This design comes from an exercise in tuning for small area, a short achievable clock period and few clock cycles per item on the open sky130 flow, not from production work. In this exercise RTL edits were held to simulation tests only and were not proved equivalent to the original.

==> flow/design.v, too long to show whole: its modules and the start of the top module <==
// module geofence: 650 lines
module geofence ( clk,reset,X,Y,valid,is_inside);
  // ...
==> flow/run.sh <==
#!/bin/bash
# synth_recipe.tcl (not shown) runs the flow's synth.tcl, then flattens the netlist and writes it again
# the make line also repeats each setting of config.mk as NAME=value (left out here)
make -C /OpenROAD-flow-scripts/flow DESIGN_CONFIG=/design/flow/config.mk WORK_HOME=/design/flow/orfs CLKGATE_MAP_FILE= SYNTH_SCRIPT=/design/flow/synth_recipe.tcl finish
==> flow/config.mk <==
export PLATFORM = sky130hd
export DESIGN_NAME = geofence
export DESIGN_NICKNAME = geofence
export VERILOG_FILES = /design/flow/design.v
export SDC_FILE = /design/flow/constraint.sdc
export NUM_CORES = 4
export LEC_CHECK = 0
export CAP_MARGIN = 20
export CORE_MARGIN = 2
export CORE_UTILIZATION = 40
export SLEW_MARGIN = 20
==> flow/constraint.sdc <==
create_clock -name core_clock -period 11.0 [get_ports {clk}]
set_input_delay 2.2000 -clock core_clock [delete_from_list [all_inputs] [get_ports {clk}]]
set_output_delay 2.2000 -clock core_clock [all_outputs]
set_load 0.01 [all_outputs]
==> summary.txt, run 1 <==
Synth
  – Yosys top cell area share: 0.253
  – Post-synth net total: between 2000 and 2500
  – Dominant combinational cell family by area after synthesis: adder cells
  – Post-synthesis share of cell area spent on full adders, half adders and majority gates: 0.366
  – Cell area after synthesis: approximately 16000 µm²
  – Top area cells in the synthesized netlist: sky130_fd_sc_hd__fa_1 (25%), sky130_fd_sc_hd__edfxtp_1 (13%), sky130_fd_sc_hd__ha_1 (11%)
  – Xor/xnor share of the synthesized area: 0.142
  – Biggest area consumer among synthesized cells: sky130_fd_sc_hd__fa_1

Worst setup path
  – Top cell family by delay on the critical path: adder cells
  – WP data arrival: approximately 8.7 ns

Worst hold path
  – Worst Hold Path Cells: 0

CTS
  – Count of H-tree levels built during CTS: 3
  – Clock-pin slew on the worst setup and hold paths: 0.07 ns
  – Num CTS Buffers: 9

Run
  – Number of max-capacitance violations reported: 0

Floorplanning
  – Die Footprint: 42800 µm²
  – Core area: 40700 µm²
  – Number of tap cells added at floorplan: around 530
  – Number of ports placed on the die boundary: 24

Final layout
  – Antenna cell count: 0

Global route
  – Met2 track demand over resource in global routing: 0.355

Timing
  – Slew Viols, Final: 0

Outcome
  – Result of the run: no timing/DRC/antenna violations

Drt
  – Routed vias/inst: roughly 5.4
Testbench counts, summed over its fixed seeds: cycles 21,600, items 2,400.
==> run 2: changes to the inputs <==
--- a/flow/design.v
+++ b/flow/design.v
@@ -617,18 +617,18 @@
     wire signed [10:0] dy = $signed({1'b0, Y}) - $signed({1'b0, oy});
     wire [9:0] ax = dx[10] ? -dx[9:0] : dx[9:0];
     wire [9:0] ay = dy[10] ? -dy[9:0] : dy[9:0];
     always @(posedge clk or posedge reset) begin
         if (reset) begin
             cnt <= 4'd0;
             valid <= 1'b0;
         end else begin
-            cnt <= (cnt == 4'd8) ? 4'd0 : cnt + 4'd1;
-            valid <= (cnt == 4'd7);
+            cnt <= valid ? 4'd0 : cnt + 4'd1;
+            valid <= !valid && ((cnt == 4'd7) || ((cnt == 4'd5 || cnt == 4'd6) && (full || to_full)));
         end
     end
     always @(posedge clk) begin
         if (cnt == 4'd0) begin
             ox <= X;
             oy <= Y;
         end
         wsx <= dx[10]; wmx <= ax; wzx <= (dx == 11'sd0);
==> flow/config.mk (replaced) <==
export PLATFORM = sky130hd
export DESIGN_NAME = geofence
export DESIGN_NICKNAME = geofence
export VERILOG_FILES = /design/flow/design.v
export SDC_FILE = /design/flow/constraint.sdc
export NUM_CORES = 4
export LEC_CHECK = 0
export CAP_MARGIN = 20
export CORE_MARGIN = 2
export CORE_UTILIZATION = 40
export SETUP_SLACK_MARGIN = 4.5
export SLEW_MARGIN = 20
==> summary.txt, run 2 <==
Drt
  – Routed vias/inst: 5.54 (was 5.41)
  – Antenna viol nets, final: 0 (unchanged)
  – Starting DRT DRC Count: 1099 (was 1058)
  – Number of remaining DRC errors: 0 (unchanged)
  – Via count of the routed design: 13000 (was 12200)
  – Per-cell routed wire length: 20.2 µm (was 18.7 µm)
  – Number of detailed-routing iterations run before antenna repair: 6 (was 5)
  – Total routed wirelength: 47300 µm (was 42300 µm)

CTS
  – Master cell of the clock root buffer: sky130_fd_sc_hd__clkbuf_16 (unchanged)
  – Count of H-tree levels built during CTS: 3 (unchanged)
  – CTS tree: built (unchanged)
  – Worst-Skew Late Latency: 0.35 ns (about the same)
  – Clock-pin slew on the worst setup and hold paths: 0.08 ns (was 0.07 ns)
  – Num CTS Buffers: 9 (unchanged)
  – Maximum buffer depth of the clock tree: 2 (unchanged)
  – Number of clock sinks: 99 (unchanged)

Synth
  – Syn. warnings: 1 (unchanged)
  – Yosys top cell area share: 0.252 (was 0.253)
  – Top area cells in the synthesized netlist: sky130_fd_sc_hd__fa_1 (25%), sky130_fd_sc_hd__edfxtp_1 (13%), sky130_fd_sc_hd__ha_1 (11%) (unchanged)
  – Biggest area consumer among synthesized cells: sky130_fd_sc_hd__fa_1 (unchanged)
  – Mean Syn Cell Area: 9.31 µm² (was 9.28 µm²)
  – Count of unique library cells instantiated by Yosys: 68 (was 60)
  – Post-synth net total: 2154 (was 2150)
  – Most common cell in the netlist: sky130_fd_sc_hd__inv_1 (unchanged)
  – Post-Syn Instances: 1775 (was 1772)
  – Post-synth EDFFs: 69 (unchanged)
  – Fraction of synthesis flops using an asynchronous set or reset pin: 0.0505 (unchanged)
  – Number of flip-flops and latches in the synthesized netlist: 99 (unchanged)
  – Share of synthesized area occupied by flip-flops and latches: 0.163 (was 0.164)
  – Cell area after synthesis: 16500 µm² (was 16400 µm²)
  – Post-synth top cells: sky130_fd_sc_hd__inv_1 (342), sky130_fd_sc_hd__fa_1 (208), sky130_fd_sc_hd__xnor2_1 (186) (was sky130_fd_sc_hd__inv_1 (336), sky130_fd_sc_hd__fa_1 (208), sky130_fd_sc_hd__xnor2_1 (200))
  – Predominant post-synthesis flop cell: sky130_fd_sc_hd__edfxtp_1 (unchanged)

Timing
  – Highest achievable clock rate: 154 MHz (was 115 MHz)
  – Final Skew: 0.0134 ns (was 0.0160 ns)
  – RSZ-0062 raised after global routing: true (was false)
  – Final sum of negative setup slack: 0 ns (unchanged)
  – Final worst hold slack: 0.507 ns (was 0.492 ns)
  – Worst-case headroom to the max-slew limit: 0.499 (was 0.225)
  – Minimum clock period after layout: 6.48 ns (was 8.69 ns)
  – Final Setup Violations: 0 (unchanged)
  – Worst-margin pin slew: 0.752 ns (was 1.15 ns)
  – Number of hold-slack violations in the final timing report: 0 (unchanged)
  – Part of the cycle the worst path needs: 0.589 (was 0.790)
  – Slew Viols, Final: 0 (unchanged)

Outcome
  – Result of the run: no timing/DRC/antenna violations (unchanged)

Global route
  – Antenna violations before repair: 0 (unchanged)
  – Pin count of the biggest net entering global routing: 39 (unchanged)
  – Vias in the first global route: 13300 (was 12600)
  – Residual overflow from global routing: 0 (unchanged)
  – First-pass GRT wire length: 73600 µm (was 69500 µm)
  – Overall fraction of global-route tracks in use: 0.217 (was 0.211)

Worst setup path
  – Startpoint Class: flop (unchanged)
  – Critical path required time: 11.05 ns (was 11.04 ns)
  – Setup Crit Path Kind: reg -> reg (unchanged)
  – Maximum net fanout on the critical path: 11 (was 14)
  – WP data arrival: 6.52 ns (was 8.74 ns)
  – Worst Setup End Kind: flop (unchanged)

Final layout
  – Total Nets Final: 2188 (was 2098)
  – Most used cells in the layout excluding fill and tap cells: sky130_fd_sc_hd__inv_1 (333), sky130_fd_sc_hd__fa_1 (196), sky130_fd_sc_hd__xnor2_1 (178), sky130_fd_sc_hd__a22oi_1 (137), sky130_fd_sc_hd__ha_1 (133) (was sky130_fd_sc_hd__inv_1 (336), sky130_fd_sc_hd__fa_1 (208), sky130_fd_sc_hd__xnor2_1 (200), sky130_fd_sc_hd__ha_1 (148), sky130_fd_sc_hd__a22oi_1 (146))
  – Count of non-filler cells in the finished layout: 2346 (was 2257)
  – Growth of design area from synthesis to finish: 15.4% (was 6.06%)
  – Utilization of the core after routing: 0.467 (was 0.428)
  – Most common cell after layout, fill and taps aside: sky130_fd_sc_hd__inv_1 (unchanged)
  – Antenna cell count: 0 (unchanged)
  – Share of final-layout standard cells stronger than drive strength 1: 0.136 (was 0.0354)

Floorplanning
  – Floorplan die height: 207 µm (about the same)
  – Number of ports placed on the die boundary: 24 (unchanged)
  – Core area: 40800 µm² (was 40700 µm²)
  – Starting density of the core: 0.405 (was 0.404)
  – Number of cell rows: 74 (unchanged)
  – Die Footprint: 42900 µm² (was 42800 µm²)
  – Horizontal extent of the die: 207 µm (about the same)

Place
  – Number of placed instances, taps included: 2240 (was 2241)
  – Count of buffers inserted at the top-level ports: 23 (unchanged)
  – Hpwl dp: 32900 µm (was 32100 µm)
  – Gpl congestion: 0.874 (was 0.903)

Run
  – Number of max-capacitance violations reported: 0 (unchanged)

Worst hold path
  – Hold Crit Class: reg -> reg (unchanged)
## run 2: path summary, 6_finish.rpt
path | slack, ns | depth (start not counted) | start | end
min in group asynchronous | 2.06 | 2 | reset | cnt[0]
max in group asynchronous | 8.77 | 2 | reset | valid
hold / removal | 0.51 | 0 | wmy[6] | rmy[6]
setup / recovery | 4.52 | 26 | wmx[1] | lsx
setup reg to reg | 4.52 | 26 | wmx[1] | lsx
hold reg to reg | 0.51 | 0 | wmy[6] | rmy[6]
## run 2: per-stage QoR
step | setup WS, ns | area (µm²)
final | 4.52 | 19100
after global placement | 2.26 | 17200
after detailed placement | 2.08 | 17200
after floorplan | 4.52 | 16600
after CTS | 4.50 | 18200
after global routing | 4.26 | 19100
## run 2: worst max-delay path: stages (launching register included)
cell and delay, ns:
sky130_fd_sc_hd__dfxtp_4 0.40, sky130_fd_sc_hd__clkinvlp_4 0.13, sky130_fd_sc_hd__buf_4 0.15, sky130_fd_sc_hd__nand3_1 0.11, sky130_fd_sc_hd__o21ai_4 0.08, sky130_fd_sc_hd__buf_6 0.16
sky130_fd_sc_hd__a22oi_2 0.15, sky130_fd_sc_hd__xnor2_1 0.13, sky130_fd_sc_hd__fa_1 0.51, sky130_fd_sc_hd__inv_1 0.07, sky130_fd_sc_hd__fa_1 0.41, sky130_fd_sc_hd__inv_2 0.07
sky130_fd_sc_hd__fa_1 0.40, sky130_fd_sc_hd__fa_2 0.53, sky130_fd_sc_hd__inv_1 0.06, sky130_fd_sc_hd__fa_2 0.54, sky130_fd_sc_hd__inv_1 0.07, sky130_fd_sc_hd__ha_4 0.28
sky130_fd_sc_hd__nand2_2 0.08, sky130_fd_sc_hd__nor4_4 0.26, sky130_fd_sc_hd__o311ai_4 0.13, sky130_fd_sc_hd__buf_6 0.16, sky130_fd_sc_hd__a41o_1 0.26, sky130_fd_sc_hd__or2_4 0.26
sky130_fd_sc_hd__a31o_4 0.25, sky130_fd_sc_hd__a21oi_4 0.25, sky130_fd_sc_hd__o21ba_4 0.26
## run 2: cell families after synthesis
kind of cell               count (synthesis)  synth area share
muxes                                     29            0.0177
xor gates and xnor gates                 262             0.141
DFF                                       99             0.163
buffers and inverters                    457             0.105
AOI/OAI and AO/OA                        307             0.130
adders and majority gates                357             0.365
and+or+nand+nor                          264            0.0785
## run 2: per-layer routing
| layer | track usage | vias up | share of wire |
|---|---|---|---|
| met2 | 0.352 | 591 | 0.47 |
| met1 | 0.292 | 6492 | 0.40 |
| li1 | - | 5807 | - |
| met3 | 0.0421 | 98 | 0.097 |
| met5 | 0 | - | 0 |
| met4 | 0.0719 | 0 | 0.030 |
## run 2: area by class of cell
class | count | area (µm²)
fill | 3791 | 21800
multi-input combinational | 1223 | 12800
sequential | 99 | 2740
inverter | 346 | 1360
timing repair buffer | 129 | 1250
tap | 532 | 666
clock buffer | 13 | 262
clock inverter | 3 | 26.3
timing repair inverter | 1 | 5.00
## run 2: what timing repair did
item,4_1_cts,5_1_grt
pin swaps,14,48
setup endpoints to repair,51,51
cloned,6,4
setup buffers,38,42
resized for setup,85,103
hold buffers,0,0
Testbench counts of run 2, summed over its fixed seeds: cycles 20,369, items 2,400.
==> run 3: changes to the inputs <==
--- a/flow/config.mk
+++ b/flow/config.mk
@@ -9,4 +9,3 @@
 export CORE_MARGIN = 2
 export CORE_UTILIZATION = 40
-export SETUP_SLACK_MARGIN = 4.5
 export SLEW_MARGIN = 20
==> summary.txt, run 3 <==
Outcome
  – Result of the run: no timing/DRC/antenna violations (unchanged)

Synth
  – Number of flip-flops and latches in the synthesized netlist: 99 (unchanged)
  – Yosys top cell area share: 0.252 (unchanged)
  – Biggest area consumer among synthesized cells: sky130_fd_sc_hd__fa_1 (unchanged)
  – Share of synthesized area occupied by flip-flops and latches: 0.163 (unchanged)
  – Count of unique library cells instantiated by Yosys: 68 (unchanged)
  – Top area cells in the synthesized netlist: sky130_fd_sc_hd__fa_1 (25%), sky130_fd_sc_hd__edfxtp_1 (13%), sky130_fd_sc_hd__ha_1 (11%) (unchanged)
  – Post-synth EDFFs: 69 (unchanged)
  – Syn. warnings: 1 (unchanged)
  – Post-synth top cells: sky130_fd_sc_hd__inv_1 (342), sky130_fd_sc_hd__fa_1 (208), sky130_fd_sc_hd__xnor2_1 (186) (unchanged)
  – Predominant post-synthesis flop cell: sky130_fd_sc_hd__edfxtp_1 (unchanged)
  – Most common cell in the netlist: sky130_fd_sc_hd__inv_1 (unchanged)
  – Post-synth net total: 2154 (unchanged)
  – Mean Syn Cell Area: 9.31 µm² (unchanged)
  – Fraction of synthesis flops using an asynchronous set or reset pin: 0.0505 (unchanged)
  – Post-Syn Instances: 1775 (unchanged)
  – Cell area after synthesis: 16500 µm² (unchanged)

Drt
  – Per-cell routed wire length: 19.4 µm (was 20.2 µm)
  – Total routed wirelength: 43700 µm (was 47300 µm)
  – Highest metal layer with signal wires: met4 (unchanged)
  – Wire length on met1: 17800 µm (was 19100 µm)
  – Routed vias/inst: 5.44 (was 5.54)
  – Met2 Wirelength: 20800 µm (was 22200 µm)
  – Number of remaining DRC errors: 0 (unchanged)
  – Antenna viol nets, final: 0 (unchanged)
  – Via count of the routed design: 12300 (was 13000)
  – Met3 WL: 3330 µm (was 4600 µm)
  – Starting DRT DRC Count: 995 (was 1099)
  – Number of detailed-routing iterations run before antenna repair: 6 (unchanged)

Final layout
  – Growth of design area from synthesis to finish: 5.87% (was 15.4%)
  – Share of final-layout standard cells stronger than drive strength 1: 0.0341 (was 0.136)
  – Total Nets Final: 2102 (was 2188)
  – Most used cells in the layout excluding fill and tap cells: sky130_fd_sc_hd__inv_1 (342), sky130_fd_sc_hd__fa_1 (208), sky130_fd_sc_hd__xnor2_1 (186), sky130_fd_sc_hd__ha_1 (149), sky130_fd_sc_hd__a22oi_1 (144) (was sky130_fd_sc_hd__inv_1 (333), sky130_fd_sc_hd__fa_1 (196), sky130_fd_sc_hd__xnor2_1 (178), sky130_fd_sc_hd__a22oi_1 (137), sky130_fd_sc_hd__ha_1 (133))
  – Most common cell after layout, fill and taps aside: sky130_fd_sc_hd__inv_1 (unchanged)
  – Antenna cell count: 0 (unchanged)

CTS
  – Number of clock sinks: 99 (unchanged)
  – Hold bufs inserted after CTS: 0 (unchanged)
  – Count of H-tree levels built during CTS: 3 (unchanged)
  – CTS tree: built (unchanged)
  – Master cell of the clock root buffer: sky130_fd_sc_hd__clkbuf_16 (unchanged)
  – Clock-pin slew on the worst setup and hold paths: 0.07 ns (was 0.08 ns)
  – Worst-Skew Late Latency: 0.35 ns (about the same)
  – Post-CTS repair timing setup buffer count: 0 (was 38)
  – Resized cells post-CTS: 0 (was 85)
  – Num CTS Buffers: 9 (unchanged)
  – Maximum buffer depth of the clock tree: 2 (unchanged)

Timing
  – Minimum clock period after layout: 8.62 ns (was 6.48 ns)
  – Final Skew: 0.0138 ns (was 0.0134 ns)
  – Final critical-path setup slack: 2.38 ns (was 4.52 ns)
  – Number of hold-slack violations in the final timing report: 0 (unchanged)
  – Final sum of negative setup slack: 0 ns (unchanged)
  – Final Setup Violations: 0 (unchanged)
  – Slew Viols, Final: 0 (unchanged)
  – Worst-case headroom to the max-slew limit: 0.242 (was 0.499)
  – Highest achievable clock rate: 116 MHz (was 154 MHz)
  – RSZ-0062 raised after global routing: false (was true)
  – Part of the cycle the worst path needs: 0.784 (was 0.589)
  – Worst-margin pin slew: 1.13 ns (was 0.752 ns)

Global route
  – Antenna violations before repair: 0 (unchanged)
  – Vias in the first global route: 13100 (was 13300)
  – First-pass GRT wire length: 71100 µm (was 73600 µm)
  – Overall fraction of global-route tracks in use: 0.210 (was 0.217)
  – Pin count of the biggest net entering global routing: 39 (unchanged)
  – Residual overflow from global routing: 0 (unchanged)

Floorplanning
  – Number of cell rows: 74 (unchanged)
  – Horizontal extent of the die: 207 µm (unchanged)
  – Floorplan die height: 207 µm (unchanged)
  – Core area: 40800 µm² (unchanged)
  – Die Footprint: 42900 µm² (unchanged)
  – Number of ports placed on the die boundary: 24 (unchanged)
  – Starting density of the core: 0.405 (unchanged)

Worst setup path
  – Startpoint of the most critical register-to-register path: wmy[9] (was wmx[1])
  – Startpoint Class: flop (unchanged)
  – Crit path launch: wmy[9] (was wmx[1])
  – Maximum net fanout on the critical path: 25 (was 11)
  – Worst Setup End Kind: flop (unchanged)
  – WP data arrival: 8.67 ns (was 6.52 ns)
  – Setup Crit Path Kind: reg -> reg (unchanged)
  – Critical path required time: 11.05 ns (about the same)

Place
  – Setup Slack @ Placement: 2.22 ns (was 2.08 ns)
  – Count of buffers inserted at the top-level ports: 23 (unchanged)
  – Hpwl dp: 33300 µm (was 32900 µm)
  – Gpl congestion: 0.880 (was 0.874)

Worst hold path
  – Hold Crit Class: reg -> reg (unchanged)
  – Critical hold path startpoint: cnt[0] (was wmy[6])

Run
  – Number of max-capacitance violations reported: 0 (unchanged)
-- run 3: cell types whose count changed in the layout (fill, tap and decap cells not counted), sizes merged, moves of 2 or more --
cell	delta
inv	+5
o21ba	-3
clkbuf	-2
buf	-80
clkinvlp	-5
-- run 3: logic make-up after synthesis --
family,after synthesis,synth area share
fa+ha+maj,357,0.365
mux,29,0.0177
simple gates,264,0.0785
xor+xnor,262,0.141
compound gates,307,0.130
buf+inv,457,0.105
flops,99,0.163
-- run 3: stage by stage --
step / std cells / area [µm²] / util / hold slack [ns]
2_1_floorplan: 1775 / 16500 / - / 0.420
3_3_place_gp: 2242 / 17200 / 0.421 / 0.492
3_5_place_dp: 2242 / 17200 / 0.421 / 0.514
4_1_cts: 2258 / 17500 / 0.428 / 0.525
5_1_grt: 2260 / 17500 / 0.428 / 0.531
6_report: 2260 / 17500 / 0.428 / 0.515
-- run 3: worst max-delay path: stages, from the launching register on --
cell                       delay, ns
sky130_fd_sc_hd__dfxtp_1        0.59
sky130_fd_sc_hd__nand2b_1       0.82
sky130_fd_sc_hd__clkinv_1       0.98
sky130_fd_sc_hd__xnor2_1        0.40
sky130_fd_sc_hd__fa_1           0.42
sky130_fd_sc_hd__fa_1           0.54
sky130_fd_sc_hd__inv_1          0.06
sky130_fd_sc_hd__fa_1           0.41
sky130_fd_sc_hd__inv_1          0.08
sky130_fd_sc_hd__fa_1           0.43
sky130_fd_sc_hd__fa_1           0.54
sky130_fd_sc_hd__inv_1          0.05
sky130_fd_sc_hd__ha_1           0.31
sky130_fd_sc_hd__nand4_1        0.20
sky130_fd_sc_hd__nor4_1         0.38
sky130_fd_sc_hd__o311ai_1       0.27
sky130_fd_sc_hd__a41o_1         0.35
sky130_fd_sc_hd__or2_2          0.31
sky130_fd_sc_hd__a31o_1         0.27
sky130_fd_sc_hd__a21oi_1        0.14
sky130_fd_sc_hd__o21ba_1        0.52
sky130_fd_sc_hd__buf_8          0.23
-- run 3: routing by layer --
metal	vias up	track usage
li1	5629	-
met1	6095	0.276
met2	499	0.347
met3	82	0.0324
met4	0	0.0840
met5	-	0
-- run 3: worst paths after layout --
path                          end  slack [ns]  depth (start not counted)
max                        lmy[1]        2.38                         21
min                        cnt[0]        0.52                          1
max reg2reg                lmy[1]        2.38                         21
min in group asynchronous  cnt[0]        2.08                          2
max in group asynchronous   valid        8.75                          2
min reg2reg                cnt[0]        0.52                          1
-- run 3: area by class of cell --
cell class / instances / area [µm²]
fillers: 3948 / 23300
clock inverters: 5 / 61.3
well taps: 532 / 666
flip-flops and latches: 99 / 2700
multi-input cells: 1219 / 12100
clock buffers: 11 / 233
repair buffers: 48 / 425
inverters: 346 / 1300

[afterwards: timing with drivers on the ports]
The results above use ideal ports. As a check the final layouts listed here were re-extracted and re-timed, cells and wires unchanged. Step 1 (the two cells are an assumption about what drives the block):
set clk [get_ports {clk}]
set_driving_cell -lib_cell sky130_fd_sc_hd__clkbuf_16 $clk
set_driving_cell -lib_cell sky130_fd_sc_hd__buf_2 [delete_from_list [all_inputs] $clk]
Step 2, shift: input delay + t, output delay - t, t = (earliest + latest rising clock arrival at the registers) / 2. This alone moves slack from input paths to output paths. Slacks: ideal / step 1 / step 2; pairs: ideal / step 1.
run | shift t [ns] | setup WS [ns] | hold slack, ns | worst data-port slew with drivers (ns)
run 1 | 0.386 | 2.306 / 2.306 / 2.306 | 0.492 / 0.492 / 0.492 | 0.03
run 2 | 0.392 | 4.523 / 4.523 / 4.523 | 0.507 / 0.507 / 0.507 | 0.04
run 3 | 0.384 | 2.381 / 2.381 / 2.381 | 0.515 / 0.515 / 0.515 | 0.04
After both steps every run listed still meets setup and hold.
